Background: an optimization exercise with open tools, aiming at small area. Do not read the settings as production practice. No run shown here included a check of the RTL's function; only the layout flow was run. Power and IR drop assume default switching activity.

`config.mk`:
```
export PLATFORM = sky130hd
export DESIGN_NAME = systolic
export DESIGN_NICKNAME = systolic
export VERILOG_FILES = /design/flow/design.v
export SDC_FILE = /design/flow/constraint.sdc
export NUM_CORES = 4
export LEC_CHECK = 0
export CAP_MARGIN = 20
export CORE_MARGIN = 2
export CORE_UTILIZATION = 40
export CTS_CLUSTER_DIAMETER = 120
export CTS_CLUSTER_SIZE = 25
export GPL_TIMING_DRIVEN = 0
export SLEW_MARGIN = 20
export SYNTH_HIERARCHICAL = 1
export SYNTH_MINIMUM_KEEP_SIZE = 0
```
`flow/run.sh`:
```
#!/bin/bash
# Standard layout (the standard.sh) with these changes:
#  - the port buffers are made from the smallest buffer cell;
#  - the buffers synthesis leaves on the nets between processing elements
#    are removed at floorplan (placement here is not timing-driven, which is
#    where the standard flow would remove them);
#  - clock tree: larger sink clusters and no dummy loads.
set -e
export BUFFER_PORTS_ARGS="-buffer_cell sky130_fd_sc_hd__buf_1"
export REMOVE_ABC_BUFFERS=1
export CTS_ARGS="-sink_clustering_enable -repair_clock_nets -sink_clustering_size 25 -sink_clustering_max_diameter 120 -dont_use_dummy_load"
bash standard.sh > standard.log 2>&1
```
`design.v`:
```
`timescale 1 ps / 1 ps
module counter
(
  input   wire       clk,
  input   wire       rst,
  output  reg  [3:0] cnt
);
always @(posedge clk)
  if (rst) cnt <= 4'd0;
  else     cnt <= cnt + 4'd1;
endmodule
`timescale 1 ps / 1 ps
module control
(
  input   wire       clk,
  input   wire       rst,
  input   wire       enable_row_count,
  output  wire [3:0] pixel_cntr_A,
  output  reg        slice_cntr_A,
  output  reg        pixel_cntr_B,
  output  wire [3:0] slice_cntr_B,
  output  wire [4:0] rd_addr_A,
  output  wire [4:0] rd_addr_B,
  output  wire       wrap         
);
wire [3:0] cnt;
counter cnt_inst (.clk(clk), .rst(rst), .cnt(cnt));
assign wrap = &cnt;
always @(posedge clk)
  if (rst) begin
    slice_cntr_A <= 1'b0;
    pixel_cntr_B <= 1'b0;
  end else begin
    if (wrap & enable_row_count) slice_cntr_A <= ~slice_cntr_A;
    if (wrap)                    pixel_cntr_B <= ~pixel_cntr_B;
  end
assign pixel_cntr_A = cnt;
assign slice_cntr_B = cnt;
assign rd_addr_A    = {slice_cntr_A, cnt};
assign rd_addr_B    = {pixel_cntr_B, cnt};
endmodule
`timescale 1 ps / 1 ps
module pe
(
    input   wire          clk,
    input   wire          clr,
    input   wire  [7:0]   in_a_n,
    input   wire  [7:0]   in_b_n,
    output  reg   [7:0]   a_n,
    output  reg   [7:0]   b_n,
    output  reg   [15:0]  acc
);
wire [15:0] accg;
gt ug0 (.a(acc[0]), .c(clr), .y(accg[0]));
gt ug1 (.a(acc[1]), .c(clr), .y(accg[1]));
gt ug2 (.a(acc[2]), .c(clr), .y(accg[2]));
gt ug3 (.a(acc[3]), .c(clr), .y(accg[3]));
gt ug4 (.a(acc[4]), .c(clr), .y(accg[4]));
gt ug5 (.a(acc[5]), .c(clr), .y(accg[5]));
gt ug6 (.a(acc[6]), .c(clr), .y(accg[6]));
gt ug7 (.a(acc[7]), .c(clr), .y(accg[7]));
gt ug8 (.a(acc[8]), .c(clr), .y(accg[8]));
gt ug9 (.a(acc[9]), .c(clr), .y(accg[9]));
gt ug10 (.a(acc[10]), .c(clr), .y(accg[10]));
gt ug11 (.a(acc[11]), .c(clr), .y(accg[11]));
gt ug12 (.a(acc[12]), .c(clr), .y(accg[12]));
gt ug13 (.a(acc[13]), .c(clr), .y(accg[13]));
gt ug14 (.a(acc[14]), .c(clr), .y(accg[14]));
gt ug15 (.a(acc[15]), .c(clr), .y(accg[15]));
wire pp0_0 = ~(a_n[0] | b_n[0]);
wire pp0_1 = ~(a_n[0] | b_n[1]);
wire pp0_2 = ~(a_n[0] | b_n[2]);
wire pp0_3 = ~(a_n[0] | b_n[3]);
wire pp0_4 = ~(a_n[0] | b_n[4]);
wire pp0_5 = ~(a_n[0] | b_n[5]);
wire pp0_6 = ~(a_n[0] | b_n[6]);
wire pp0_7 = ~(a_n[0] | b_n[7]);
wire pp1_0 = ~(a_n[1] | b_n[0]);
wire pp1_1 = ~(a_n[1] | b_n[1]);
wire pp1_2 = ~(a_n[1] | b_n[2]);
wire pp1_3 = ~(a_n[1] | b_n[3]);
wire pp1_4 = ~(a_n[1] | b_n[4]);
wire pp1_5 = ~(a_n[1] | b_n[5]);
wire pp1_6 = ~(a_n[1] | b_n[6]);
wire pp1_7 = ~(a_n[1] | b_n[7]);
wire pp2_0 = ~(a_n[2] | b_n[0]);
wire pp2_1 = ~(a_n[2] | b_n[1]);
wire pp2_2 = ~(a_n[2] | b_n[2]);
wire pp2_3 = ~(a_n[2] | b_n[3]);
wire pp2_4 = ~(a_n[2] | b_n[4]);
wire pp2_5 = ~(a_n[2] | b_n[5]);
wire pp2_6 = ~(a_n[2] | b_n[6]);
wire pp2_7 = ~(a_n[2] | b_n[7]);
wire pp3_0 = ~(a_n[3] | b_n[0]);
wire pp3_1 = ~(a_n[3] | b_n[1]);
wire pp3_2 = ~(a_n[3] | b_n[2]);
wire pp3_3 = ~(a_n[3] | b_n[3]);
wire pp3_4 = ~(a_n[3] | b_n[4]);
wire pp3_5 = ~(a_n[3] | b_n[5]);
wire pp3_6 = ~(a_n[3] | b_n[6]);
wire pp3_7 = ~(a_n[3] | b_n[7]);
wire pp4_0 = ~(a_n[4] | b_n[0]);
wire pp4_1 = ~(a_n[4] | b_n[1]);
wire pp4_2 = ~(a_n[4] | b_n[2]);
wire pp4_3 = ~(a_n[4] | b_n[3]);
wire pp4_4 = ~(a_n[4] | b_n[4]);
wire pp4_5 = ~(a_n[4] | b_n[5]);
wire pp4_6 = ~(a_n[4] | b_n[6]);
wire pp4_7 = ~(a_n[4] | b_n[7]);
wire pp5_0 = ~(a_n[5] | b_n[0]);
wire pp5_1 = ~(a_n[5] | b_n[1]);
wire pp5_2 = ~(a_n[5] | b_n[2]);
wire pp5_3 = ~(a_n[5] | b_n[3]);
wire pp5_4 = ~(a_n[5] | b_n[4]);
wire pp5_5 = ~(a_n[5] | b_n[5]);
wire pp5_6 = ~(a_n[5] | b_n[6]);
wire pp5_7 = ~(a_n[5] | b_n[7]);
wire pp6_0 = ~(a_n[6] | b_n[0]);
wire pp6_1 = ~(a_n[6] | b_n[1]);
wire pp6_2 = ~(a_n[6] | b_n[2]);
wire pp6_3 = ~(a_n[6] | b_n[3]);
wire pp6_4 = ~(a_n[6] | b_n[4]);
wire pp6_5 = ~(a_n[6] | b_n[5]);
wire pp6_6 = ~(a_n[6] | b_n[6]);
wire pp6_7 = ~(a_n[6] | b_n[7]);
wire pp7_0 = ~(a_n[7] | b_n[0]);
wire pp7_1 = ~(a_n[7] | b_n[1]);
wire pp7_2 = ~(a_n[7] | b_n[2]);
wire pp7_3 = ~(a_n[7] | b_n[3]);
wire pp7_4 = ~(a_n[7] | b_n[4]);
wire pp7_5 = ~(a_n[7] | b_n[5]);
wire pp7_6 = ~(a_n[7] | b_n[6]);
wire pp7_7 = ~(a_n[7] | b_n[7]);
wire s0, c0;
ha us0 (.a(pp0_0), .b(accg[0]), .s(s0), .co(c0));
wire s1, c1;
fa us1 (.a(pp0_1), .b(pp1_0), .c(accg[1]), .s(s1), .co(c1));
wire s2, c2;
ha us2 (.a(c0), .b(s1), .s(s2), .co(c2));
wire s3, c3;
fa us3 (.a(pp0_2), .b(pp1_1), .c(pp2_0), .s(s3), .co(c3));
wire s4, c4;
fa us4 (.a(s3), .b(accg[2]), .c(c1), .s(s4), .co(c4));
wire s5, c5;
ha us5 (.a(c2), .b(s4), .s(s5), .co(c5));
wire s6, c6;
fa us6 (.a(pp0_3), .b(pp1_2), .c(pp2_1), .s(s6), .co(c6));
wire s7, c7;
fa us7 (.a(pp3_0), .b(c3), .c(s6), .s(s7), .co(c7));
wire s8, c8;
fa us8 (.a(accg[3]), .b(s7), .c(c4), .s(s8), .co(c8));
wire s9, c9;
ha us9 (.a(c5), .b(s8), .s(s9), .co(c9));
wire s10, c10;
fa us10 (.a(pp0_4), .b(pp1_3), .c(pp2_2), .s(s10), .co(c10));
wire s11, c11;
fa us11 (.a(pp3_1), .b(pp4_0), .c(c6), .s(s11), .co(c11));
wire s12, c12;
fa us12 (.a(s10), .b(accg[4]), .c(s11), .s(s12), .co(c12));
wire s13, c13;
fa us13 (.a(c7), .b(s12), .c(c8), .s(s13), .co(c13));
wire s14, c14;
ha us14 (.a(c9), .b(s13), .s(s14), .co(c14));
wire s15, c15;
fa us15 (.a(pp0_5), .b(pp1_4), .c(pp2_3), .s(s15), .co(c15));
wire s16, c16;
fa us16 (.a(pp3_2), .b(pp4_1), .c(pp5_0), .s(s16), .co(c16));
wire s17, c17;
fa us17 (.a(c10), .b(s15), .c(s16), .s(s17), .co(c17));
wire s18, c18;
fa us18 (.a(accg[5]), .b(c11), .c(s17), .s(s18), .co(c18));
wire s19, c19;
fa us19 (.a(c12), .b(s18), .c(c13), .s(s19), .co(c19));
wire s20, c20;
ha us20 (.a(c14), .b(s19), .s(s20), .co(c20));
wire s21, c21;
fa us21 (.a(pp0_6), .b(pp1_5), .c(pp2_4), .s(s21), .co(c21));
wire s22, c22;
fa us22 (.a(pp3_3), .b(pp4_2), .c(pp5_1), .s(s22), .co(c22));
wire s23, c23;
fa us23 (.a(pp6_0), .b(c15), .c(c16), .s(s23), .co(c23));
wire s24, c24;
fa us24 (.a(s21), .b(s22), .c(accg[6]), .s(s24), .co(c24));
wire s25, c25;
fa us25 (.a(s23), .b(c17), .c(s24), .s(s25), .co(c25));
wire s26, c26;
fa us26 (.a(c18), .b(s25), .c(c19), .s(s26), .co(c26));
wire s27, c27;
ha us27 (.a(c20), .b(s26), .s(s27), .co(c27));
wire s28, c28;
fa us28 (.a(pp0_7), .b(pp1_6), .c(pp2_5), .s(s28), .co(c28));
wire s29, c29;
fa us29 (.a(pp3_4), .b(pp4_3), .c(pp5_2), .s(s29), .co(c29));
wire s30, c30;
fa us30 (.a(pp6_1), .b(pp7_0), .c(c21), .s(s30), .co(c30));
wire s31, c31;
fa us31 (.a(c22), .b(s28), .c(s29), .s(s31), .co(c31));
wire s32, c32;
fa us32 (.a(accg[7]), .b(c23), .c(s30), .s(s32), .co(c32));
wire s33, c33;
fa us33 (.a(s31), .b(c24), .c(s32), .s(s33), .co(c33));
wire s34, c34;
fa us34 (.a(c25), .b(s33), .c(c26), .s(s34), .co(c34));
wire s35, c35;
ha us35 (.a(c27), .b(s34), .s(s35), .co(c35));
wire s36, c36;
fa us36 (.a(pp1_7), .b(pp2_6), .c(pp3_5), .s(s36), .co(c36));
wire s37, c37;
fa us37 (.a(pp4_4), .b(pp5_3), .c(pp6_2), .s(s37), .co(c37));
wire s38, c38;
fa us38 (.a(pp7_1), .b(c28), .c(c29), .s(s38), .co(c38));
wire s39, c39;
fa us39 (.a(s36), .b(s37), .c(accg[8]), .s(s39), .co(c39));
wire s40, c40;
fa us40 (.a(c30), .b(s38), .c(c31), .s(s40), .co(c40));
wire s41, c41;
fa us41 (.a(s39), .b(c32), .c(s40), .s(s41), .co(c41));
wire s42, c42;
fa us42 (.a(c33), .b(s41), .c(c34), .s(s42), .co(c42));
wire s43, c43;
ha us43 (.a(c35), .b(s42), .s(s43), .co(c43));
wire s44, c44;
fa us44 (.a(pp2_7), .b(pp3_6), .c(pp4_5), .s(s44), .co(c44));
wire s45, c45;
fa us45 (.a(pp5_4), .b(pp6_3), .c(pp7_2), .s(s45), .co(c45));
wire s46, c46;
fa us46 (.a(c36), .b(c37), .c(s44), .s(s46), .co(c46));
wire s47, c47;
fa us47 (.a(s45), .b(accg[9]), .c(c38), .s(s47), .co(c47));
wire s48, c48;
fa us48 (.a(s46), .b(c39), .c(s47), .s(s48), .co(c48));
wire s49, c49;
fa us49 (.a(c40), .b(s48), .c(c41), .s(s49), .co(c49));
wire s50, c50;
fa us50 (.a(s49), .b(c42), .c(c43), .s(s50), .co(c50));
wire s51, c51;
fa us51 (.a(pp3_7), .b(pp4_6), .c(pp5_5), .s(s51), .co(c51));
wire s52, c52;
fa us52 (.a(pp6_4), .b(pp7_3), .c(c44), .s(s52), .co(c52));
wire s53, c53;
fa us53 (.a(c45), .b(s51), .c(accg[10]), .s(s53), .co(c53));
wire s54, c54;
fa us54 (.a(s52), .b(c46), .c(s53), .s(s54), .co(c54));
wire s55, c55;
fa us55 (.a(c47), .b(s54), .c(c48), .s(s55), .co(c55));
wire s56, c56;
fa us56 (.a(c49), .b(s55), .c(c50), .s(s56), .co(c56));
wire s57, c57;
fa us57 (.a(pp4_7), .b(pp5_6), .c(pp6_5), .s(s57), .co(c57));
wire s58, c58;
fa us58 (.a(pp7_4), .b(c51), .c(s57), .s(s58), .co(c58));
wire s59, c59;
fa us59 (.a(accg[11]), .b(c52), .c(s58), .s(s59), .co(c59));
wire s60, c60;
fa us60 (.a(c53), .b(s59), .c(c54), .s(s60), .co(c60));
wire s61, c61;
fa us61 (.a(s60), .b(c55), .c(c56), .s(s61), .co(c61));
wire s62, c62;
fa us62 (.a(pp5_7), .b(pp6_6), .c(pp7_5), .s(s62), .co(c62));
wire s63, c63;
fa us63 (.a(c57), .b(s62), .c(accg[12]), .s(s63), .co(c63));
wire s64, c64;
fa us64 (.a(c58), .b(s63), .c(c59), .s(s64), .co(c64));
wire s65, c65;
ha us65 (.a(s64), .b(c60), .s(s65), .co(c65));
wire s66, c66;
fa us66 (.a(pp6_7), .b(pp7_6), .c(c62), .s(s66), .co(c66));
wire s67, c67;
fa us67 (.a(accg[13]), .b(s66), .c(c63), .s(s67), .co(c67));
wire s68, c68;
fa us68 (.a(s67), .b(c64), .c(c65), .s(s68), .co(c68));
wire s69, c69;
fa us69 (.a(pp7_7), .b(accg[14]), .c(c66), .s(s69), .co(c69));
wire s70, c70;
fa us70 (.a(s69), .b(c67), .c(c68), .s(s70), .co(c70));
wire x71 = accg[15] ^ c69 ^ c70;
wire q12 = s65 ^ c61;
wire g13 = s65 & c61;
wire q13 = s68 ^ g13;
wire pr13 = s65 & s68;
wire g14 = pr13 & c61;
wire q14 = s70 ^ g14;
wire pr14 = pr13 & s70;
wire g15 = pr14 & c61;
wire q15 = x71 ^ g15;
wire pr15 = pr14 & x71;
wire [15:0] nxt = {q15, q14, q13, q12, s61, s56, s50, s43, s35, s27, s20, s14, s9, s5, s2, s0};
always @(posedge clk) begin
    a_n <= in_a_n;
    b_n <= in_b_n;
    acc <= nxt;
end
endmodule
module fa (input wire a, input wire b, input wire c, output wire s, output wire co);
assign s  = a ^ b ^ c;
assign co = (a & b) | (a & c) | (b & c);
endmodule
module ha (input wire a, input wire b, output wire s, output wire co);
assign s  = a ^ b;
assign co = a & b;
endmodule
module gt (input wire a, input wire c, output wire y);
assign y = a & ~c;
endmodule
`timescale 1 ps / 1 ps
module systolic
#
(
    parameter   D_W  = 8,  
    parameter   D_W_ACC = 16,  
    parameter   N   = 8,
    parameter   M   = 16
)
(
    input   wire                                        clk,
    input   wire                                        rst,
    input   wire                                        enable_row_count_A,
    output  wire    [$clog2(M)-1:0]                     pixel_cntr_A,
    output  wire    [($clog2(M/N)?$clog2(M/N):1)-1:0]   slice_cntr_A,
    output  wire    [($clog2(M/N)?$clog2(M/N):1)-1:0]   pixel_cntr_B,
    output  wire    [$clog2(M)-1:0]                     slice_cntr_B,
    output  wire    [$clog2((M*M)/N)-1:0]               rd_addr_A,
    output  wire    [$clog2((M*M)/N)-1:0]               rd_addr_B,
    input   wire    [N*D_W-1:0]                         A,  
    input   wire    [N*D_W-1:0]                         B,  
    output  wire    [N*N*D_W_ACC-1:0]                   D,  
    output  wire    [N*N-1:0]                           valid_D  
);
wire wrap;
control control_inst
  (
    .clk                  (clk),
    .rst                  (rst),
    .enable_row_count     (enable_row_count_A),
    .pixel_cntr_A         (pixel_cntr_A),
    .slice_cntr_A         (slice_cntr_A),
    .pixel_cntr_B         (pixel_cntr_B),
    .slice_cntr_B         (slice_cntr_B),
    .rd_addr_A            (rd_addr_A),
    .rd_addr_B            (rd_addr_B),
    .wrap                 (wrap)
  );
reg        was15;
reg [15:0] chain;    
reg [14:0] clr;
always @(posedge clk) begin
  was15       <= wrap;
  chain[0]    <= (pixel_cntr_A == 4'd0) && was15;
  chain[15:1] <= rst ? 15'd0 : chain[14:0];
  clr         <= rst ? 15'h7fff : chain[14:0];
end
wire [D_W-1:0] fa [N-1:0][N:0];
wire [D_W-1:0] fb [N:0][N-1:0];
genvar i, j;
generate
  for (i = 0; i < N; i = i + 1) begin : g_in
    assign fa[i][0] = rst ? {D_W{1'b1}} : ~A[i*D_W +: D_W];
    assign fb[0][i] = rst ? {D_W{1'b1}} : ~B[i*D_W +: D_W];
  end
  for (i = 0; i < N; i = i + 1) begin : g_row
    for (j = 0; j < N; j = j + 1) begin : g_col
      assign valid_D[i*N+j] = chain[i+j+1];
      pe pe_v
      (
        .clk    (clk),
        .clr    (clr[i+j]),
        .in_a_n (fa[i][j]),
        .in_b_n (fb[i][j]),
        .a_n    (fa[i][j+1]),
        .b_n    (fb[i+1][j]),
        .acc    (D[(i*N+j)*D_W_ACC +: D_W_ACC])
      );
    end
  end
endgenerate
endmodule
```
`constraint.sdc`:
```
create_clock -name core_clock -period 7.0 [get_ports {clk}]
set_input_delay 1.4000 -clock core_clock [delete_from_list [all_inputs] [get_ports {clk}]]
set_output_delay 1.4000 -clock core_clock [all_outputs]
set_load 0.01 [all_outputs]
```
`standard.sh`:
```
#!/bin/bash
# synth_recipe.tcl (not shown) runs the flow's synth.tcl, then flattens the netlist and writes it again
# the make line also repeats each setting of config.mk as NAME=value (left out here)
make -C /OpenROAD-flow-scripts/flow DESIGN_CONFIG=/design/flow/config.mk WORK_HOME=/design/flow/orfs CLKGATE_MAP_FILE= SYNTH_SCRIPT=/design/flow/synth_recipe.tcl "${@:-finish}"
```
==> impl_results.md, run 1 <==
- Outcome: no timing/DRC/antenna violations
- CP startpoint kind: register
- Final Max Tran Viols: 0
- Crit. Startpoint: clr[6]
- Largest net degree at the start of global routing: 50
- Tightest Pin Transition: 850.7 ps
- IO Count: roughly 1,200
- Die Width: approximately 650 µm
- CTS sink cnt: roughly 2,100
- Clk latency of the worst-skew pair: 940 ps
- Max FO, Critical Path: 20
- RSZ-0062 raised after global routing: yes
- Hold_ws: roughly 430 ps
- Initial antenna violation count: 18
- Top cell type's share of synthesized area: a little under half
- Die Ht: roughly 650 µm
- Post-layout util: 42.94%
- CP Buf/Inv Count: 5
- Reg clk slew, reported paths: between 100 and 150 ps
- GP Congestion: just under 0.9
- Nature of the critical path endpoint: register
- Hpwl dp: 372.6 mm
- Crit path required time: between 7000 and 8000 ps
- Reg2Reg Launch Point: clr[6]
- IO Port Bufs: between 1,000 and 1,500
- Yosys cell types: 24
- Tot GR Track Use: 21.42%
- Tot Pwr: approximately 42 mW
- Worst EP arrival: roughly 7700 ps
- CTS H-Tree Depth: 3
- Slew margin rel.: between 40 and 50%
- Met2 usage: between 30 and 40%
- Area grow syn2layout: 6.769%
- Max-cap violations: 0
- DP Area: approximately 0.18 mm²
- Total number of vias: slightly below 100k
- Final TNS setup: 0 ps
- Syn. warnings: 10
- Cell area after layout: between 0.15 and 0.2 mm²
- Routed Antenna Nets: 0
- CP cell instances: buf_16 -> buf_16 -> buf_16 -> buf_16 -> buf_16 -> nor2b_4 -> fa_1 -> fa_1 -> fa_1 -> fa_1 -> fa_1 -> fa_1 -> fa_1 -> fa_1 -> ha_1 -> fa_1 -> fa_1 -> fa_2 -> ha_1 -> xor2_1
- R2r setup slk: approximately 130 ps
- Die area: around 0.42 mm²
- Static Leakage: between 80 and 90 nW
- Max Freq: approximately 0.15 GHz
- First-pass GRT wire length: 689.2 mm
- Drt pass-1 iters: 5
- Final min period: just under 7000 ps
- Clk root buf: clkbuf_16
- Register bit count reported by yosys: between 2,000 and 2,500
- Family with the most delay on the worst path: adder cells
- Post-synth top area cell: fa_1
- DR WL/cell: about 23 µm
- Total grt overflow: 0
- Max incr delay on CP: about 450 ps
- Longest Clk Path Bufs: 4
- GR peak layer: met2
- Placed cells: 19,161
- CTS tree: built
- Cells after Synth: 13,494
- Cell Count, Final, Fillers Out: between 15,000 and 20,000
- Slowest CP cell: fa_1
- Core Area: about 0.42 mm²
- Num CTS Buffers: around 110
- Seq/Total Area, Yosys: approximately 25%
- Vias/cell: 5.003
- Critical path's most frequent cell: fa_1
- Worst hold path type: reg2reg
- Critical path class: reg2reg
- Number of remaining DRC errors: 0
- Final Cycle Share: about 98%
- Hold Fails Final Rpt: 0
- Top cells by area, synth: fa_1 (47%), dfxtp_1 (25%), nor2_1 (9.2%)
- VDD IR-drop max: 0.0002534 V
- Initial core utilization: 40.22%
- Nets@finish: between 15,000 and 20,000
- Starting DRT DRC Count: 5,111
- Pre-CTS setup slack: -599.6 ps
- Mean Syn Cell Area: approximately 12 µm²
- HP Start: was15
- Cell Pwr Density: ~240 mW/mm²
- Share of cells above drive strength 1: 8.961%
- Post-Syn Area: between 0.15 and 0.2 mm²
- Row count: around 240
- Final worst slack: ~130 ps
- Global Route met3 Usage: 4.553%
- M1 GR Usage: between 20% and 30%
- Vias in the first global route: around 110k
- Final Setup Violations: 0
- Clk_skew: between 90 and 100 ps
- Routed Wire Length: ~450 mm
## placed cells by master (no fill, tap or decap)
master,count
dfxtp_2,5
nor2b_1,17
xor2_1,128
mux2_4,1
nor2b_4,1024
buf_4,12
nand3_1,65
or2_1,10
or2_2,5
bufbuf_16,1
nand4_1,64
buf_12,24
buf_1,1233
dfxtp_1,2068
xnor3_1,64
buf_16,30
nand2b_1,129
nor4_1,1
a21oi_2,1
diode_2,5
buf_2,5
a31o_1,1
nor2_1,4101
dfxtp_4,13
fa_1,3903
and4_1,1
ha_1,705
xnor2_1,66
fa_2,1
clkbuf_16,114
and2_1,1
## final cells by class
class | instances | area [µm²]
well taps | 5497 | 6878
fillers | 38710 | 237900
clock buffers | 113 | 2828
multi-input cells | 10288 | 121400
repair buffers | 1306 | 6107
diodes | 5 | 12.51
flip-flops and latches | 2086 | 41820
## cell families (layout without fill, tap and decap cells)
family / Yosys count / after routing / synth area share [%]
other: 0 / 5 / 0
AND/OR/NAND/NOR: 5418 / 5418 / 18.63
adder cells (fa/ha/maj): 4609 / 4609 / 51.87
buffers and inverters: 1120 / 1419 / 2.703
AO/OA/AOI/OAI: 2 / 2 / 0.01045
multiplexers: 1 / 1 / 0.008951
flip-flops: 2086 / 2086 / 24.90
XOR/XNOR: 258 / 258 / 1.873
## state kept, by name, indices dropped and copies added (netlist names)
register	count
was15	1
g_row.g_col.pe_v.a_n	512
chain	16
control_inst.slice_cntr_A	1
control_inst.pixel_cntr_B	1
control_inst.cnt_inst.cnt	4
g_row.g_col.pe_v.acc	1024
g_row.g_col.pe_v.b_n	512
clr	15
## worst paths after layout
check	to	depth (start not counted)
worst min-delay path	chain[0]	1
worst max-delay path	g_row[6].g_col[0].pe_v.acc[13]	20
worst min register to register	chain[0]	1
worst max register to register	g_row[6].g_col[0].pe_v.acc[13]	20
## Yosys stat by module (local to each module, per instance)
module / area [µm²] / flops+latches / cells / times used
fa: 20.02 / 0 / 1 / 3904
gt: 13.76 / 0 / 1 / 1024
pe: 1013 / 32 / 119 / 64
systolic: 2213 / 32 / 273 / 1
control: 205.2 / 2 / 24 / 1
ha: 12.51 / 0 / 1 / 640
counter: 145.1 / 4 / 13 / 1
## synthesized netlist by cell type
library cell and instances:
a21oi_2 1, a31o_1 1, and2_1 1, and4_1 1, buf_2 13, buf_4 79
buf_6 2, clkbuf_1 1026, dfxtp_1 2086, fa_1 3904, ha_1 705, mux2_4 1
nand2b_1 129, nand3_1 65, nand4_1 64, nor2_1 4101, nor2b_1 17, nor2b_4 1024
nor4_1 1, or2_1 10, or2_2 5, xnor2_1 66, xnor3_1 64, xor2_1 128
## where the power goes
| part | internal [mW] | total [mW] | switching (mW) |
|---|---|---|---|
| registers | 14.6 | 17.3 | 2.64 |
| logic | 8.01 | 18.1 | 10.1 |
| clock network | 2.86 | 7.07 | 4.21 |
| total | 25.5 | 42.5 | 17.0 |
## routing by layer
layer | vias to the layer above | wire [µm]
li1 | 41095 | -
met1 | 51990 | 168200
met2 | 2789 | 223200
met3 | 648 | 28410
met4 | 18 | 27350
met5 | - | 104
## worst reg2reg max path, stage by stage, from the launching register on
cell	delay, ps
dfxtp_4	440
buf_16	210
buf_16	260
buf_16	340
buf_16	270
buf_16	290
nor2b_4	80
fa_1	380
fa_1	390
fa_1	410
fa_1	390
fa_1	380
fa_1	390
fa_1	390
fa_1	450
ha_1	220
fa_1	380
fa_1	390
fa_2	370
ha_1	220
xor2_1	150
## what timing repair did
action	CTS	global route
hold buffers	0	0
gates resized for setup	4	0
setup endpoints to repair	19	5
setup buffers	8	6
cloned	1	1
pin swaps	0	0
==> run 2, diff against run 1 <==
--- a/design.v
+++ b/design.v
@@ -43,30 +43,15 @@
 module pe
 (
     input   wire          clk,
-    input   wire          clr,
+    input   wire          clr_d,
     input   wire  [7:0]   in_a_n,
     input   wire  [7:0]   in_b_n,
     output  reg   [7:0]   a_n,
     output  reg   [7:0]   b_n,
     output  reg   [15:0]  acc
 );
-wire [15:0] accg;
-gt ug0 (.a(acc[0]), .c(clr), .y(accg[0]));
-gt ug1 (.a(acc[1]), .c(clr), .y(accg[1]));
-gt ug2 (.a(acc[2]), .c(clr), .y(accg[2]));
-gt ug3 (.a(acc[3]), .c(clr), .y(accg[3]));
-gt ug4 (.a(acc[4]), .c(clr), .y(accg[4]));
-gt ug5 (.a(acc[5]), .c(clr), .y(accg[5]));
-gt ug6 (.a(acc[6]), .c(clr), .y(accg[6]));
-gt ug7 (.a(acc[7]), .c(clr), .y(accg[7]));
-gt ug8 (.a(acc[8]), .c(clr), .y(accg[8]));
-gt ug9 (.a(acc[9]), .c(clr), .y(accg[9]));
-gt ug10 (.a(acc[10]), .c(clr), .y(accg[10]));
-gt ug11 (.a(acc[11]), .c(clr), .y(accg[11]));
-gt ug12 (.a(acc[12]), .c(clr), .y(accg[12]));
-gt ug13 (.a(acc[13]), .c(clr), .y(accg[13]));
-gt ug14 (.a(acc[14]), .c(clr), .y(accg[14]));
-gt ug15 (.a(acc[15]), .c(clr), .y(accg[15]));
+reg clr;
+wire [15:0] accg = acc & {16{~clr}};
 wire pp0_0 = ~(a_n[0] | b_n[0]);
 wire pp0_1 = ~(a_n[0] | b_n[1]);
 wire pp0_2 = ~(a_n[0] | b_n[2]);
@@ -140,23 +125,23 @@
 wire s3, c3;
 fa us3 (.a(pp0_2), .b(pp1_1), .c(pp2_0), .s(s3), .co(c3));
 wire s4, c4;
-fa us4 (.a(s3), .b(accg[2]), .c(c1), .s(s4), .co(c4));
+fa us4 (.a(accg[2]), .b(s3), .c(c1), .s(s4), .co(c4));
 wire s5, c5;
 ha us5 (.a(c2), .b(s4), .s(s5), .co(c5));
 wire s6, c6;
 fa us6 (.a(pp0_3), .b(pp1_2), .c(pp2_1), .s(s6), .co(c6));
 wire s7, c7;
-fa us7 (.a(pp3_0), .b(c3), .c(s6), .s(s7), .co(c7));
+fa us7 (.a(pp3_0), .b(accg[3]), .c(c3), .s(s7), .co(c7));
 wire s8, c8;
-fa us8 (.a(accg[3]), .b(s7), .c(c4), .s(s8), .co(c8));
+fa us8 (.a(s6), .b(s7), .c(c4), .s(s8), .co(c8));
 wire s9, c9;
 ha us9 (.a(c5), .b(s8), .s(s9), .co(c9));
 wire s10, c10;
 fa us10 (.a(pp0_4), .b(pp1_3), .c(pp2_2), .s(s10), .co(c10));
 wire s11, c11;
-fa us11 (.a(pp3_1), .b(pp4_0), .c(c6), .s(s11), .co(c11));
+fa us11 (.a(pp3_1), .b(pp4_0), .c(accg[4]), .s(s11), .co(c11));
 wire s12, c12;
-fa us12 (.a(s10), .b(accg[4]), .c(s11), .s(s12), .co(c12));
+fa us12 (.a(c6), .b(s10), .c(s11), .s(s12), .co(c12));
 wire s13, c13;
 fa us13 (.a(c7), .b(s12), .c(c8), .s(s13), .co(c13));
 wire s14, c14;
@@ -166,9 +151,9 @@
 wire s16, c16;
 fa us16 (.a(pp3_2), .b(pp4_1), .c(pp5_0), .s(s16), .co(c16));
 wire s17, c17;
-fa us17 (.a(c10), .b(s15), .c(s16), .s(s17), .co(c17));
+fa us17 (.a(accg[5]), .b(c10), .c(s15), .s(s17), .co(c17));
 wire s18, c18;
-fa us18 (.a(accg[5]), .b(c11), .c(s17), .s(s18), .co(c18));
+fa us18 (.a(s16), .b(c11), .c(s17), .s(s18), .co(c18));
 wire s19, c19;
 fa us19 (.a(c12), .b(s18), .c(c13), .s(s19), .co(c19));
 wire s20, c20;
@@ -178,9 +163,9 @@
 wire s22, c22;
 fa us22 (.a(pp3_3), .b(pp4_2), .c(pp5_1), .s(s22), .co(c22));
 wire s23, c23;
-fa us23 (.a(pp6_0), .b(c15), .c(c16), .s(s23), .co(c23));
+fa us23 (.a(pp6_0), .b(accg[6]), .c(c15), .s(s23), .co(c23));
 wire s24, c24;
-fa us24 (.a(s21), .b(s22), .c(accg[6]), .s(s24), .co(c24));
+fa us24 (.a(c16), .b(s21), .c(s22), .s(s24), .co(c24));
 wire s25, c25;
 fa us25 (.a(s23), .b(c17), .c(s24), .s(s25), .co(c25));
 wire s26, c26;
@@ -192,13 +177,13 @@
 wire s29, c29;
 fa us29 (.a(pp3_4), .b(pp4_3), .c(pp5_2), .s(s29), .co(c29));
 wire s30, c30;
-fa us30 (.a(pp6_1), .b(pp7_0), .c(c21), .s(s30), .co(c30));
+fa us30 (.a(pp6_1), .b(pp7_0), .c(accg[7]), .s(s30), .co(c30));
 wire s31, c31;
-fa us31 (.a(c22), .b(s28), .c(s29), .s(s31), .co(c31));
+fa us31 (.a(c21), .b(c22), .c(s28), .s(s31), .co(c31));
 wire s32, c32;
-fa us32 (.a(accg[7]), .b(c23), .c(s30), .s(s32), .co(c32));
+fa us32 (.a(s29), .b(s30), .c(c23), .s(s32), .co(c32));
 wire s33, c33;
-fa us33 (.a(s31), .b(c24), .c(s32), .s(s33), .co(c33));
+fa us33 (.a(c24), .b(s31), .c(s32), .s(s33), .co(c33));
 wire s34, c34;
 fa us34 (.a(c25), .b(s33), .c(c26), .s(s34), .co(c34));
 wire s35, c35;
@@ -208,9 +193,9 @@
 wire s37, c37;
 fa us37 (.a(pp4_4), .b(pp5_3), .c(pp6_2), .s(s37), .co(c37));
 wire s38, c38;
-fa us38 (.a(pp7_1), .b(c28), .c(c29), .s(s38), .co(c38));
+fa us38 (.a(pp7_1), .b(accg[8]), .c(c28), .s(s38), .co(c38));
 wire s39, c39;
-fa us39 (.a(s36), .b(s37), .c(accg[8]), .s(s39), .co(c39));
+fa us39 (.a(c29), .b(s36), .c(s37), .s(s39), .co(c39));
 wire s40, c40;
 fa us40 (.a(c30), .b(s38), .c(c31), .s(s40), .co(c40));
 wire s41, c41;
@@ -224,9 +209,9 @@
 wire s45, c45;
 fa us45 (.a(pp5_4), .b(pp6_3), .c(pp7_2), .s(s45), .co(c45));
 wire s46, c46;
-fa us46 (.a(c36), .b(c37), .c(s44), .s(s46), .co(c46));
+fa us46 (.a(accg[9]), .b(c36), .c(c37), .s(s46), .co(c46));
 wire s47, c47;
-fa us47 (.a(s45), .b(accg[9]), .c(c38), .s(s47), .co(c47));
+fa us47 (.a(s44), .b(s45), .c(c38), .s(s47), .co(c47));
 wire s48, c48;
 fa us48 (.a(s46), .b(c39), .c(s47), .s(s48), .co(c48));
 wire s49, c49;
@@ -236,9 +221,9 @@
 wire s51, c51;
 fa us51 (.a(pp3_7), .b(pp4_6), .c(pp5_5), .s(s51), .co(c51));
 wire s52, c52;
-fa us52 (.a(pp6_4), .b(pp7_3), .c(c44), .s(s52), .co(c52));
+fa us52 (.a(pp6_4), .b(pp7_3), .c(accg[10]), .s(s52), .co(c52));
 wire s53, c53;
-fa us53 (.a(c45), .b(s51), .c(accg[10]), .s(s53), .co(c53));
+fa us53 (.a(c44), .b(c45), .c(s51), .s(s53), .co(c53));
 wire s54, c54;
 fa us54 (.a(s52), .b(c46), .c(s53), .s(s54), .co(c54));
 wire s55, c55;
@@ -248,25 +233,25 @@
 wire s57, c57;
 fa us57 (.a(pp4_7), .b(pp5_6), .c(pp6_5), .s(s57), .co(c57));
 wire s58, c58;
-fa us58 (.a(pp7_4), .b(c51), .c(s57), .s(s58), .co(c58));
+fa us58 (.a(pp7_4), .b(accg[11]), .c(c51), .s(s58), .co(c58));
 wire s59, c59;
-fa us59 (.a(accg[11]), .b(c52), .c(s58), .s(s59), .co(c59));
+fa us59 (.a(s57), .b(c52), .c(s58), .s(s59), .co(c59));
 wire s60, c60;
-fa us60 (.a(c53), .b(s59), .c(c54), .s(s60), .co(c60));
+fa us60 (.a(c53), .b(c54), .c(s59), .s(s60), .co(c60));
 wire s61, c61;
 fa us61 (.a(s60), .b(c55), .c(c56), .s(s61), .co(c61));
 wire s62, c62;
 fa us62 (.a(pp5_7), .b(pp6_6), .c(pp7_5), .s(s62), .co(c62));
 wire s63, c63;
-fa us63 (.a(c57), .b(s62), .c(accg[12]), .s(s63), .co(c63));
+fa us63 (.a(accg[12]), .b(c57), .c(s62), .s(s63), .co(c63));
 wire s64, c64;
 fa us64 (.a(c58), .b(s63), .c(c59), .s(s64), .co(c64));
 wire s65, c65;
-ha us65 (.a(s64), .b(c60), .s(s65), .co(c65));
+ha us65 (.a(c60), .b(s64), .s(s65), .co(c65));
 wire s66, c66;
-fa us66 (.a(pp6_7), .b(pp7_6), .c(c62), .s(s66), .co(c66));
+fa us66 (.a(pp6_7), .b(pp7_6), .c(accg[13]), .s(s66), .co(c66));
 wire s67, c67;
-fa us67 (.a(accg[13]), .b(s66), .c(c63), .s(s67), .co(c67));
+fa us67 (.a(c62), .b(s66), .c(c63), .s(s67), .co(c67));
 wire s68, c68;
 fa us68 (.a(s67), .b(c64), .c(c65), .s(s68), .co(c68));
 wire s69, c69;
@@ -286,6 +271,7 @@
 wire pr15 = pr14 & x71;
 wire [15:0] nxt = {q15, q14, q13, q12, s61, s56, s50, s43, s35, s27, s20, s14, s9, s5, s2, s0};
 always @(posedge clk) begin
+    clr <= clr_d;
     a_n <= in_a_n;
     b_n <= in_b_n;
     acc <= nxt;
@@ -299,9 +285,6 @@
 assign s  = a ^ b;
 assign co = a & b;
 endmodule
-module gt (input wire a, input wire c, output wire y);
-assign y = a & ~c;
-endmodule
 `timescale 1 ps / 1 ps
 module systolic
 #
@@ -342,13 +325,12 @@
   );
 reg        was15;
 reg [15:0] chain;    
-reg [14:0] clr;
 always @(posedge clk) begin
   was15       <= wrap;
   chain[0]    <= (pixel_cntr_A == 4'd0) && was15;
   chain[15:1] <= rst ? 15'd0 : chain[14:0];
-  clr         <= rst ? 15'h7fff : chain[14:0];
 end
+wire [14:0] clr_d = chain[14:0] | {15{rst}};
 wire [D_W-1:0] fa [N-1:0][N:0];
 wire [D_W-1:0] fb [N:0][N-1:0];
 genvar i, j;
@@ -363,7 +345,7 @@
       pe pe_v
       (
         .clk    (clk),
-        .clr    (clr[i+j]),
+        .clr_d  (clr_d[i+j]),
         .in_a_n (fa[i][j]),
         .in_b_n (fb[i][j]),
         .a_n    (fa[i][j+1]),
--- a/config.mk
+++ b/config.mk
@@ -7,9 +7,7 @@
 export LEC_CHECK = 0
 export CAP_MARGIN = 20
 export CORE_MARGIN = 2
-export CORE_UTILIZATION = 40
-export CTS_CLUSTER_DIAMETER = 120
-export CTS_CLUSTER_SIZE = 25
+export CORE_UTILIZATION = 55
 export GPL_TIMING_DRIVEN = 0
 export SLEW_MARGIN = 20
 export SYNTH_HIERARCHICAL = 1
==> impl_results.md, run 2 <==
- Final worst slack: 696.5 ps
- Hold_ws: 456.8 ps
- Most frequent cells in the layout: nor2_1 (4,101), fa_1 (3,904), dfxtp_1 (2,135)
- Async S/R FF share, synth: 0%
- R2r setup slk: a little under 700 ps
- Core Area: between 0.2 and 0.3 mm²
- R2R Path End: g_row[1].g_col[3].pe_v.acc[13]
- Most common cell after layout, fill and taps aside: nor2_1
- Final Max Tran Viols: 0
- Max FO, Critical Path: 9
- Crit. Startpoint: g_row[1].g_col[3].pe_v.a_n[0]
- Final Setup Violations: 0
- Vias/cell: 5.523
- Nets@finish: about 19,000
- Crit path to: g_row[1].g_col[3].pe_v.acc[13]
- Biggest regs: g_row.g_col.pe_v.acc (1024), g_row.g_col.pe_v.a_n (512), g_row.g_col.pe_v.b_n (512)
- Max incr delay on CP: between 700 and 800 ps
- Row count: around 200
- CTS H-Tree Depth: 3
- HP Start: g_row[4].g_col[2].pe_v.a_n[7]
- Compound-Gate Fraction of Synth Area: 0.01087%
- Max Freq: 0.1586 GHz
- Initial core utilization: 55.34%
- Largest net degree at the start of global routing: 43
- Final min period: ~6300 ps
- Met3 wire length: about 36 mm
- Crit path required time: around 7800 ps
- XOR/XNOR Fraction of Synth Area: between 1.5 and 2%
- Register bit count reported by yosys: between 2,000 and 2,500
- Hold Fails Final Rpt: 0
- GP Congestion: a little over 0.9
- Die area: ~0.30 mm²
- Critical path's most frequent cell: fa_1
- Fill cell count: 24,431
- Final TNS setup: 0 ps
- Longest Clk Path Bufs: 4
- Drt pass-1 iters: 6
- VDD IR-drop max: approximately 0.00022 V
- Post-synth top area cell: fa_1
- Tot Pwr: about 41 mW
- Starting DRT DRC Count: just over 6,000
- Commonest cells in the netlist: nor2_1 (4,101), fa_1 (3,904), dfxtp_1 (2,135)
- Number of remaining DRC errors: 0
- Cell Pwr Density: around 240 mW/mm²
- Reg clk slew, reported paths: about 100 ps
- Family with the most delay on the worst path: adder cells
- DP Area: ~0.17 mm²
- Slowest CP cell: dfxtp_1
- Num CTS Buffers: ~110
- Critical path class: reg2reg
- IO Port Bufs: ~1,200
- Total number of vias: between 90,000 and 100k
- Clk latency of the worst-skew pair: about 900 ps
- Path length in cells of the critical path: 15
- Clk_skew: ~62 ps
- Tot GR Track Use: 30.57%
- RSZ-0062 raised after global routing: no
- Worst hold path type: reg2reg
- Routed Wire Length: 438.8 mm
- Post-synthesis simple-gate area fraction: between 10 and 15%
- Final Cycle Share: 90.05%
- Cts repair resizes: 0
- CP cell instances: nor2_1 -> fa_1 -> fa_1 -> fa_1 -> fa_1 -> fa_1 -> fa_1 -> fa_1 -> fa_1 -> ha_1 -> fa_1 -> fa_1 -> fa_1 -> ha_1 -> xor2_1
- CP startpoint kind: register
- Worst Reg-to-Reg Cells: 15
- Cell area after layout: between 0.15 and 0.2 mm²
- Routed Antenna Nets: 0
- Share of cells above drive strength 1: less than 1%
- Mean Syn Cell Area: 11.79 µm²
- Total grt overflow: 0
- Highest Signal Layer: met5
- Vias in the first global route: roughly 110k
- Storage cell area: roughly 0.043 mm²
- Area share of fa/ha/maj cells after synthesis: around 54%
- Syn. warnings: 10
- Tightest Pin Transition: between 900 and 1000 ps
- Worst EP arrival: 7090 ps
- Met2 wire len: 210.2 mm
- Nature of the critical path endpoint: register
- Yosys cell types: 23
- Top_reg_cell synth: dfxtp_1
- Post-layout util: a little under 60%
- Largest family of logic cells by synthesized area: adder cells
- WL met1: roughly 170 mm
- First-pass GRT wire length: 690.8 mm
- Top cell type's share of synthesized area: roughly 48%
- CTS tree: built
- Area grow syn2layout: 4.604%
- Post-Syn Area: 0.1612 mm²
- Slew margin rel.: about 37%
- Hold-fix buffers, CTS: 0
- Top cells by area, synth: fa_1 (48%), dfxtp_1 (27%), nor2_1 (9.5%)
- Largest register FFs: ~1,000
- Cell Count, Final, Fillers Out: between 15,000 and 20,000
- Die Width: around 550 µm
- Biggest register: g_row.g_col.pe_v.acc
- Reg2Reg Launch Point: g_row[1].g_col[3].pe_v.a_n[0]
- Multiplexer share of the synthesized area: 0.009313%
- Static Leakage: 80.64 nW
- # Post-CTS Setup Buffers: 0
- Outcome: no timing/DRC/antenna violations
- Die Ht: approximately 550 µm
- Clk root buf: clkbuf_16
- Pre-CTS setup slack: between 700 and 800 ps
- Placed cells: 17,630
- EDFF count, synth: 0
- CP Buf/Inv Count: 0
- DR WL/cell: approximately 25 µm
- Seq/Total Area, Yosys: 26.51%
- Area of the multi-input gates: 0.1136 mm²
- Max-cap violations: 0
- Initial antenna violation count: 15
- Top-count cell post-synth: nor2_1
- Cells after Synth: ~14,000
- IO Count: roughly 1,200
- Hpwl dp: approximately 360 mm
- CTS sink cnt: around 2,100
[run 2: cell types whose count changed in the layout (fill, tap and decap cells not counted), moves of 12 or more]
cell     previous run  this run
nor2b_1            17       849
buf_16             30         1
dfxtp_1          2068      2135
xnor3_1            64         0
nor2b_4          1024         0
and2b_1             0       192
buf_4              12         0
xnor2_1            66       258
xor2_1            128        64
buf_12             24         4
dfxtp_4            13         0
[run 2: worst min-delay path by stage]
stage	endpoint	slack, ps	depth (start not counted)
after detailed placement	g_row[0].g_col[0].pe_v.clr	440	1
after CTS	g_row[4].g_col[3].pe_v.a_n[7]	460	0
after global placement	g_row[0].g_col[0].pe_v.clr	440	1
final	g_row[4].g_col[3].pe_v.a_n[7]	460	0
after global routing	g_row[4].g_col[3].pe_v.a_n[7]	470	0
after floorplan	g_row[0].g_col[0].pe_v.clr	410	1
[run 2: Yosys stat by module (local to each module, per instance)]
| module | area, µm² | cells inside | flops+latches | times used |
|---|---|---|---|---|
| fa | 20.02 | 1 | 0 | 3904 |
| pe | 1137 | 138 | 33 | 64 |
| ha | 12.51 | 1 | 0 | 640 |
| systolic | 1913 | 258 | 17 | 1 |
| control | 205.2 | 24 | 2 | 1 |
| counter | 145.1 | 13 | 4 | 1 |
[run 2: cells by family after synthesis]
family | after synthesis
and+or+nand+nor | 5418
adders and majority gates | 4609
DFF | 2135
buffers and inverters | 1184
xor gates and xnor gates | 322
AOI/OAI and AO/OA | 2
muxes | 1
[run 2: where the power goes]
group	internal (mW)	leakage (nW)	switching (mW)	total, mW
clock network	2.68	1.29	4.11	6.79
logic	6.79	61.5	10.2	17.0
registers	14.9	17.8	2.63	17.6
[run 2: layout make-up]
| class | count | area share (%) |
|---|---|---|
| repair buffers | 1243 | 2.820 |
| multi-input cells | 10352 | 67.38 |
| clock buffers | 105 | 1.558 |
| well taps | 3900 | 2.894 |
| diodes | 5 | 0.007419 |
| flip-flops and latches | 2135 | 25.34 |
[run 2: routing by layer]
layer | vias to the layer above | global-route usage [%]
li1 | 41273 | -
met1 | 52566 | 38.12
met2 | 3462 | 49.47
met3 | 665 | 7.932
met4 | 6 | 15.42
met5 | - | 0
==> run 3, diff against run 2 <==
--- a/design.v
+++ b/design.v
@@ -259,16 +259,13 @@
 wire s70, c70;
 fa us70 (.a(s69), .b(c67), .c(c68), .s(s70), .co(c70));
 wire x71 = accg[15] ^ c69 ^ c70;
-wire q12 = s65 ^ c61;
-wire g13 = s65 & c61;
-wire q13 = s68 ^ g13;
-wire pr13 = s65 & s68;
-wire g14 = pr13 & c61;
-wire q14 = s70 ^ g14;
-wire pr14 = pr13 & s70;
-wire g15 = pr14 & c61;
-wire q15 = x71 ^ g15;
-wire pr15 = pr14 & x71;
+wire q12, g12;
+ha uq12 (.a(s65), .b(c61), .s(q12), .co(g12));
+wire q13, g13;
+ha uq13 (.a(s68), .b(g12), .s(q13), .co(g13));
+wire q14, g14;
+ha uq14 (.a(s70), .b(g13), .s(q14), .co(g14));
+wire q15 = x71 ^ g14;
 wire [15:0] nxt = {q15, q14, q13, q12, s61, s56, s50, s43, s35, s27, s20, s14, s9, s5, s2, s0};
 always @(posedge clk) begin
     clr <= clr_d;
==> impl_results.md, run 3 <==
- Area of the multi-input gates: about 0.11 mm²
- Max-cap violations: 0
- Tightest Pin Transition: 934.5 ps
- Top cells by area, synth: fa_1 (48%), dfxtp_1 (26%), nor2_1 (9.5%)
- Most common cell after layout, fill and taps aside: nor2_1
- Max Freq: 0.1471 GHz
- Post-layout util: between 50% and 60%
- Storage cell area: approximately 0.043 mm²
- Static Leakage: roughly 80 nW
- Die Ht: roughly 550 µm
- Top_reg_cell synth: dfxtp_1
- Yosys cell types: 23
- Die Width: between 500 and 600 µm
- Max incr delay on CP: ~900 ps
- Die area: 0.2982 mm²
- Initial core utilization: a little under three fifths
- Biggest register: g_row.g_col.pe_v.acc
- Top-count cell post-synth: nor2_1
- Routed Wire Length: between 400 and 500 mm
- Max FO, Critical Path: 9
- Worst EP arrival: between 7000 and 8000 ps
- Fill cell count: 24,351
- VDD IR-drop max: roughly 0.00024 V
- Longest Clk Path Bufs: 4
- Clk_skew: between 50 and 60 ps
- Core Area: between 0.2 and 0.3 mm²
- First-pass GRT wire length: a little over 700 mm
- Final Cycle Share: roughly 97%
- Total number of vias: 97,195
- Final min period: around 6800 ps
- Num CTS Buffers: between 100 and 150
- Total grt overflow: 0
- Cells after Synth: between 10,000 and 15,000
- Worst hold path type: reg2reg
- Clk latency of the worst-skew pair: 900 ps
- Vias/cell: around 5.5
- CTS H-Tree Depth: 3
- Slowest CP cell: dfxtp_1
- Critical path's most frequent cell: fa_1
- Hold Fails Final Rpt: 0
- Row count: around 200
- DR WL/cell: around 26 µm
- Register bit count reported by yosys: around 2,100
- Outcome: no timing/DRC/antenna violations
- CP startpoint kind: register
- Starting DRT DRC Count: between 5,000 and 6,000
- IO Count: 1,239
- Async S/R FF share, synth: 0%
- Hpwl dp: around 380 mm
- Final Setup Violations: 0
- Nature of the critical path endpoint: register
- Slew margin rel.: a little under two fifths
- CTS sink cnt: roughly 2,100
- Final Max Tran Viols: 0
- Family with the most delay on the worst path: adder cells
- Cell Pwr Density: approximately 240 mW/mm²
- Post-synth top area cell: fa_1
- # Post-CTS Setup Buffers: 0
- Number of remaining DRC errors: 0
- Nets@finish: between 15,000 and 20,000
- Final TNS setup: 0 ps
- Drt pass-1 iters: 5
- RSZ-0062 raised after global routing: no
- Commonest cells in the netlist: nor2_1 (4,101), fa_1 (3,904), dfxtp_1 (2,135)
- Top cell type's share of synthesized area: roughly 48%
- Reg clk slew, reported paths: ~110 ps
- Largest register FFs: 1,024
- Mean Syn Cell Area: approximately 12 µm²
- Share of cells above drive strength 1: about 1.6%
- Seq/Total Area, Yosys: 26.45%
- Post-Syn Area: between 0.15 and 0.2 mm²
- Critical path class: reg2reg
- CP cell instances: nor2_1 -> fa_1 -> fa_1 -> fa_1 -> fa_1 -> fa_1 -> fa_1 -> fa_1 -> fa_1 -> ha_1 -> fa_1 -> fa_1 -> fa_1 -> ha_1 -> ha_1 -> ha_1 -> xnor2_1 -> xnor3_1
- EDFF count, synth: 0
- IO Port Bufs: ~1,200
- Initial antenna violation count: 22
- CTS tree: built
- Syn. warnings: 10
- CP Buf/Inv Count: 0
- GP Congestion: just over 0.9
- Largest net degree at the start of global routing: 43
- Biggest regs: g_row.g_col.pe_v.acc (1024), g_row.g_col.pe_v.a_n (512), g_row.g_col.pe_v.b_n (512)
- Most frequent cells in the layout: nor2_1 (4,101), fa_1 (3,904), dfxtp_1 (2,104)
- Crit path required time: around 7800 ps
- Area grow syn2layout: 4.627%
- Tot GR Track Use: about a third
- Vias in the first global route: around 110k
- Routed Antenna Nets: 0
- Clk root buf: clkbuf_16
- Hold-fix buffers, CTS: 0
## run 3: final timing paths
| path | start | end | slack [ps] | depth (start not counted) |
|---|---|---|---|---|
| worst max-delay path | g_row[2].g_col[7].pe_v.b_n[0] | g_row[2].g_col[7].pe_v.acc[15] | 200 | 18 |
| worst min-delay path | was15 | chain[0] | 460 | 1 |
| worst max register to register | g_row[2].g_col[7].pe_v.b_n[0] | g_row[2].g_col[7].pe_v.acc[15] | 200 | 18 |
| worst min register to register | was15 | chain[0] | 460 | 1 |
## run 3: timing repair
item,CTS,global route
endpoints found under the setup margin,2,14
gates cloned,0,0
resized for setup,2,25
## run 3: modules after synthesis (local to each module, per instance)
module,cells inside,area (µm²),copies in the design
fa,1,20.02,3904
counter,13,145.1,1
ha,1,12.51,832
systolic,258,1913,1
control,24,205.2,1
pe,132,1106,64
## run 3: area by class of cell
| class | instances | share of cell area (%) |
|---|---|---|
| antenna | 11 | 0.01628 |
| tap | 3919 | 2.900 |
| multi-input combinational | 10160 | 67.43 |
| clock buffer | 105 | 1.554 |
| timing repair buffer | 1242 | 2.796 |
| sequential | 2135 | 25.30 |
## run 3: cell families after synthesis
kind of cell,synth area share (%)
AND/OR/NAND/NOR,14.47
adder cells (fa/ha/maj),54.81
flip-flops,26.45
buffers and inverters,3.002
XOR/XNOR,1.250
AO/OA/AOI/OAI,0.01084
multiplexers,0.009287
## run 3: routing by layer
metal / vias up / GRT usage, % / routed length, µm
met5: - / 0 / 132
met4: 24 / 18.95 / 32620
met3: 851 / 9.111 / 39720
met2: 3708 / 51.89 / 221500
met1: 51928 / 37.22 / 164500
li1: 40684 / - / -
## run 3: report_power, final
| part | internal, mW | switching, mW |
|---|---|---|
| combinational | 6.64 | 10.0 |
| clock | 2.68 | 4.13 |
| sequential | 14.9 | 2.68 |
| total | 24.2 | 16.8 |
## run 3: metrics by stage
step	hold WS [ps]	setup WS (ps)	instances	total power [mW]	instance area, µm²
final	464.1	201.2	17572	41.05	169100
after global routing	468.6	0.1714	17562	44.14	169100
after CTS	459.9	7.546	17561	41.54	169000
after detailed placement	422.3	-187.4	17456	34.49	166400
after global placement	417.1	-1443	17452	34.07	166300
after floorplan	405.7	853.2	12295	27.02	156800
==> run 4, diff against run 3 <==
--- a/design.v
+++ b/design.v
@@ -247,26 +247,24 @@
 wire s64, c64;
 fa us64 (.a(c58), .b(s63), .c(c59), .s(s64), .co(c64));
 wire s65, c65;
-ha us65 (.a(c60), .b(s64), .s(s65), .co(c65));
+fa us65 (.a(c60), .b(s64), .c(c61), .s(s65), .co(c65));
 wire s66, c66;
 fa us66 (.a(pp6_7), .b(pp7_6), .c(accg[13]), .s(s66), .co(c66));
 wire s67, c67;
 fa us67 (.a(c62), .b(s66), .c(c63), .s(s67), .co(c67));
 wire s68, c68;
-fa us68 (.a(s67), .b(c64), .c(c65), .s(s68), .co(c68));
+ha us68 (.a(s67), .b(c64), .s(s68), .co(c68));
 wire s69, c69;
 fa us69 (.a(pp7_7), .b(accg[14]), .c(c66), .s(s69), .co(c69));
 wire s70, c70;
 fa us70 (.a(s69), .b(c67), .c(c68), .s(s70), .co(c70));
 wire x71 = accg[15] ^ c69 ^ c70;
-wire q12, g12;
-ha uq12 (.a(s65), .b(c61), .s(q12), .co(g12));
 wire q13, g13;
-ha uq13 (.a(s68), .b(g12), .s(q13), .co(g13));
+ha uq13 (.a(s68), .b(c65), .s(q13), .co(g13));
 wire q14, g14;
 ha uq14 (.a(s70), .b(g13), .s(q14), .co(g14));
 wire q15 = x71 ^ g14;
-wire [15:0] nxt = {q15, q14, q13, q12, s61, s56, s50, s43, s35, s27, s20, s14, s9, s5, s2, s0};
+wire [15:0] nxt = {q15, q14, q13, s65, s61, s56, s50, s43, s35, s27, s20, s14, s9, s5, s2, s0};
 always @(posedge clk) begin
     clr <= clr_d;
     a_n <= in_a_n;
==> impl_results.md, run 4 <==
- Hold_ws: about 440 ps
- Vias/cell: 5.456
- Met3 wire length: roughly 35 mm
- Starting DRT DRC Count: ~5,400
- Syn. warnings: 10
- Reg clk slew, reported paths: 100 ps
- Top_reg_cell synth: dfxtp_1
- Worst Reg-to-Reg Cells: 18
- Multiplexer share of the synthesized area: less than 1%
- Largest family of logic cells by synthesized area: adder cells
- Die Width: 544.7 µm
- Commonest cells in the netlist: nor2_1 (4,101), fa_1 (3,904), dfxtp_1 (2,135)
- HP Start: chain[0]
- Hpwl dp: around 340 mm
- Post-Syn Area: between 0.15 and 0.2 mm²
- Clk root buf: clkbuf_16
- Final Cycle Share: a little over nine tenths
- Met2 wire len: approximately 200 mm
- Storage cell area: 0.04294 mm²
- Top-count cell post-synth: nor2_1
- Async S/R FF share, synth: 0%
- Total number of vias: between 90,000 and 100k
- Area of the multi-input gates: around 0.11 mm²
- Crit path required time: between 7000 and 8000 ps
- Register bit count reported by yosys: 2,135
- Slowest CP cell: dfxtp_1
- Cell area after layout: ~0.17 mm²
- Core Area: ~0.29 mm²
- Worst Hold Path Cells: 1
- Initial core utilization: a little under three fifths
- CTS tree: built
- CP cell instances: nor2_1 -> fa_1 -> fa_1 -> fa_1 -> fa_1 -> fa_1 -> fa_1 -> fa_1 -> fa_1 -> ha_1 -> fa_1 -> fa_1 -> fa_1 -> fa_1 -> ha_1 -> ha_1 -> xnor2_1 -> xnor3_1
- Drt pass-1 iters: 6
- Post-synth top area cell: fa_1
- Static Leakage: slightly above 80 nW
- Vias in the first global route: about 110k
- Reg2Reg Launch Point: g_row[0].g_col[7].pe_v.b_n[0]
- Max-cap violations: 0
- Mean Syn Cell Area: between 10 and 15 µm²
- Hold Fails Final Rpt: 0
- Most frequent cells in the layout: nor2_1 (4,101), fa_1 (3,904), dfxtp_1 (1,983)
- Compound-Gate Fraction of Synth Area: less than 1%
- R2R Path End: g_row[0].g_col[7].pe_v.acc[15]
- Slew margin rel.: about 36%
- WL met1: approximately 160 mm
- VDD IR-drop max: approximately 0.00024 V
- Number of remaining DRC errors: 0
- XOR/XNOR Fraction of Synth Area: under 10%
- Yosys cell types: 23
- Area share of fa/ha/maj cells after synthesis: between 50% and 60%
- Tightest Pin Transition: around 960 ps
- Initial antenna violation count: 9
- Most common cell after layout, fill and taps aside: nor2_1
- Max FO, Critical Path: 9
- Max incr delay on CP: ~610 ps
- Die Ht: about 540 µm
- Largest net degree at the start of global routing: 54
- Clk latency of the worst-skew pair: around 900 ps
- Nets@finish: 18,384
- Clk_skew: 51.97 ps
- Area grow syn2layout: 4.730%
- Nature of the critical path endpoint: register
- DP Area: around 0.17 mm²
- Crit. Startpoint: g_row[0].g_col[7].pe_v.b_n[0]
- IO Port Bufs: approximately 1,200
- Post-synthesis simple-gate area fraction: between 10% and 20%
- Top cells by area, synth: fa_1 (49%), dfxtp_1 (27%), nor2_1 (9.6%)
- Seq/Total Area, Yosys: 26.58%
- # Post-CTS Setup Buffers: 0
- Worst hold path type: reg2reg
- Hold Path Sink: g_row[0].g_col[0].pe_v.clr
- Row count: 198
- First-pass GRT wire length: around 660 mm
- Highest Signal Layer: met5
- Cell Pwr Density: 241.2 mW/mm²
- Max Freq: 0.1456 GHz
- Longest Clk Path Bufs: 4
- Outcome: no timing/DRC/antenna violations
- Tot GR Track Use: a little under 30%
- Share of cells above drive strength 1: 2.489%
- Critical path's most frequent cell: fa_1
- Worst EP arrival: approximately 7600 ps
- CTS H-Tree Depth: 3
- CTS sink cnt: 2,135
- Routed Wire Length: between 400 and 500 mm
- Critical path class: reg2reg
- GP Congestion: between 0.9 and 1
- EDFF count, synth: 0
- R2r setup slk: 130 ps
- Final Setup Violations: 0
- Cells after Synth: 13,415
- Top cell type's share of synthesized area: 48.60%
- Fill cell count: approximately 24,000
- Total grt overflow: 0
- Num CTS Buffers: between 100 and 150
- Final min period: about 6900 ps
- DR WL/cell: 23.80 µm
- CP startpoint kind: register
- Biggest register: g_row.g_col.pe_v.acc
- Die area: about 0.30 mm²
- Final Max Tran Viols: 0
- IO Count: approximately 1,200
- Biggest regs: g_row.g_col.pe_v.acc (1024), g_row.g_col.pe_v.a_n (512), g_row.g_col.pe_v.b_n (512)
- Largest register FFs: between 1,000 and 1,500
- Routed Antenna Nets: 0
-- run 4: worst max path at each step --
stage | to | depth (start not counted)
after CTS | g_row[1].g_col[5].pe_v.acc[15] | 18
after global placement | g_row[0].g_col[7].pe_v.clr | 2
after detailed placement | g_row[3].g_col[3].pe_v.acc[15] | 18
after global routing | g_row[4].g_col[1].pe_v.acc[15] | 18
final | g_row[0].g_col[7].pe_v.acc[15] | 18
after floorplan | g_row[0].g_col[0].pe_v.acc[15] | 18
-- run 4: layout make-up --
class / count / share of cell area (%)
antenna: 8 / 0.01189
clock buffer: 105 / 1.560
timing repair buffer: 1242 / 2.807
multi-input combinational: 10096 / 67.23
tap: 3900 / 2.897
sequential: 2135 / 25.50
-- run 4: kinds of logic (layout without fill, tap and decap cells) --
| kind of cell | Yosys count | after routing |
|---|---|---|
| flops | 2135 | 2135 |
| compound gates | 2 | 2 |
| fa+ha+maj | 4673 | 4673 |
| simple gates | 5290 | 5290 |
| mux | 1 | 1 |
| xor+xnor | 130 | 130 |
| other cells | 0 | 8 |
| buf+inv | 1184 | 1347 |
-- run 4: Yosys stat by module (local to each module, per instance) --
| module | flip-flops and latches | times used | cells inside | area, µm² |
|---|---|---|---|---|
| systolic | 17 | 1 | 258 | 1913 |
| pe | 33 | 64 | 132 | 1106 |
| control | 2 | 1 | 24 | 205.2 |
| counter | 4 | 1 | 13 | 145.1 |
| fa | 0 | 3904 | 1 | 20.02 |
| ha | 0 | 768 | 1 | 12.51 |
-- run 4: power by group --
part / switching (mW) / internal (mW) / leakage, nW
sequential: 2.49 / 14.9 / 17.8
clock: 4.10 / 2.68 / 1.29
combinational: 9.84 / 6.59 / 62.6
-- run 4: repair_timing --
item	in CTS	in global routing
resized for setup	10	147
setup endpoints to repair	9	63
hold buffers	0	0
-- run 4: metrics by stage --
step | setup slack, ps | utilization [%] | total power, mW | setup TNS [ps] | instances
2_1_floorplan | 644.9 | - | 26.94 | 0 | 12231
3_3_place_gp | -1586 | 56.90 | 33.74 | -145910 | 17369
3_5_place_dp | -27.03 | 56.93 | 34.14 | -36.75 | 17373
4_1_cts | 5.628 | 57.84 | 41.22 | 0 | 17478
5_1_grt | -4.945 | 57.90 | 43.93 | -8.747 | 17480
6_report | 131.5 | 57.91 | 40.63 | 0 | 17486
-- run 4: worst max-delay path, delay by kind of cell, from the launching register on --
kind	cells	cell delay [ps]
fa+ha+maj	15	5650
flops	1	610
simple gates	1	120
xor+xnor	2	380
-- run 4: metal layers --
metal	GRT usage [%]	vias up
met5	0	-
met2	46.48	3366
met3	7.807	678
met1	36.88	50930
met4	15.13	2
li1	-	40426

port drivers added, routing unchanged:
How much do the figures lean on ideal ports? The routed layouts below were timed once more, with nothing changed but the port constraints. Step 1 assumes that a clkbuf_16 drives the clock port and a buf_2 every other input. Step 2 also shifts input and output timing later by t, the mid clock arrival at the registers, as if the neighbouring blocks saw the same clock. Slacks: no drivers / after step 1 / after step 2; pairs: no drivers / after step 1.
run | t, ns | setup WS [ns] | worst hold slack (ns) | clock arrival spread, ns | cell pins on the clock port's net
run 1 | 1.016 | 0.128 / 0.128 / 0.128 | 0.435 / 0.435 / 0.435 | 0.112 / 0.112 | 1
run 2 | 0.977 | 0.696 / 0.696 / 0.696 | 0.457 / 0.457 / 0.457 | 0.063 / 0.063 | 1
run 3 | 0.983 | 0.201 / 0.201 / 0.201 | 0.464 / 0.464 / 0.464 | 0.065 / 0.064 | 1
run 4 | 0.985 | 0.132 / 0.132 / 0.132 | 0.441 / 0.441 / 0.441 | 0.067 / 0.067 | 1
After both steps setup and hold are still met in every run listed.
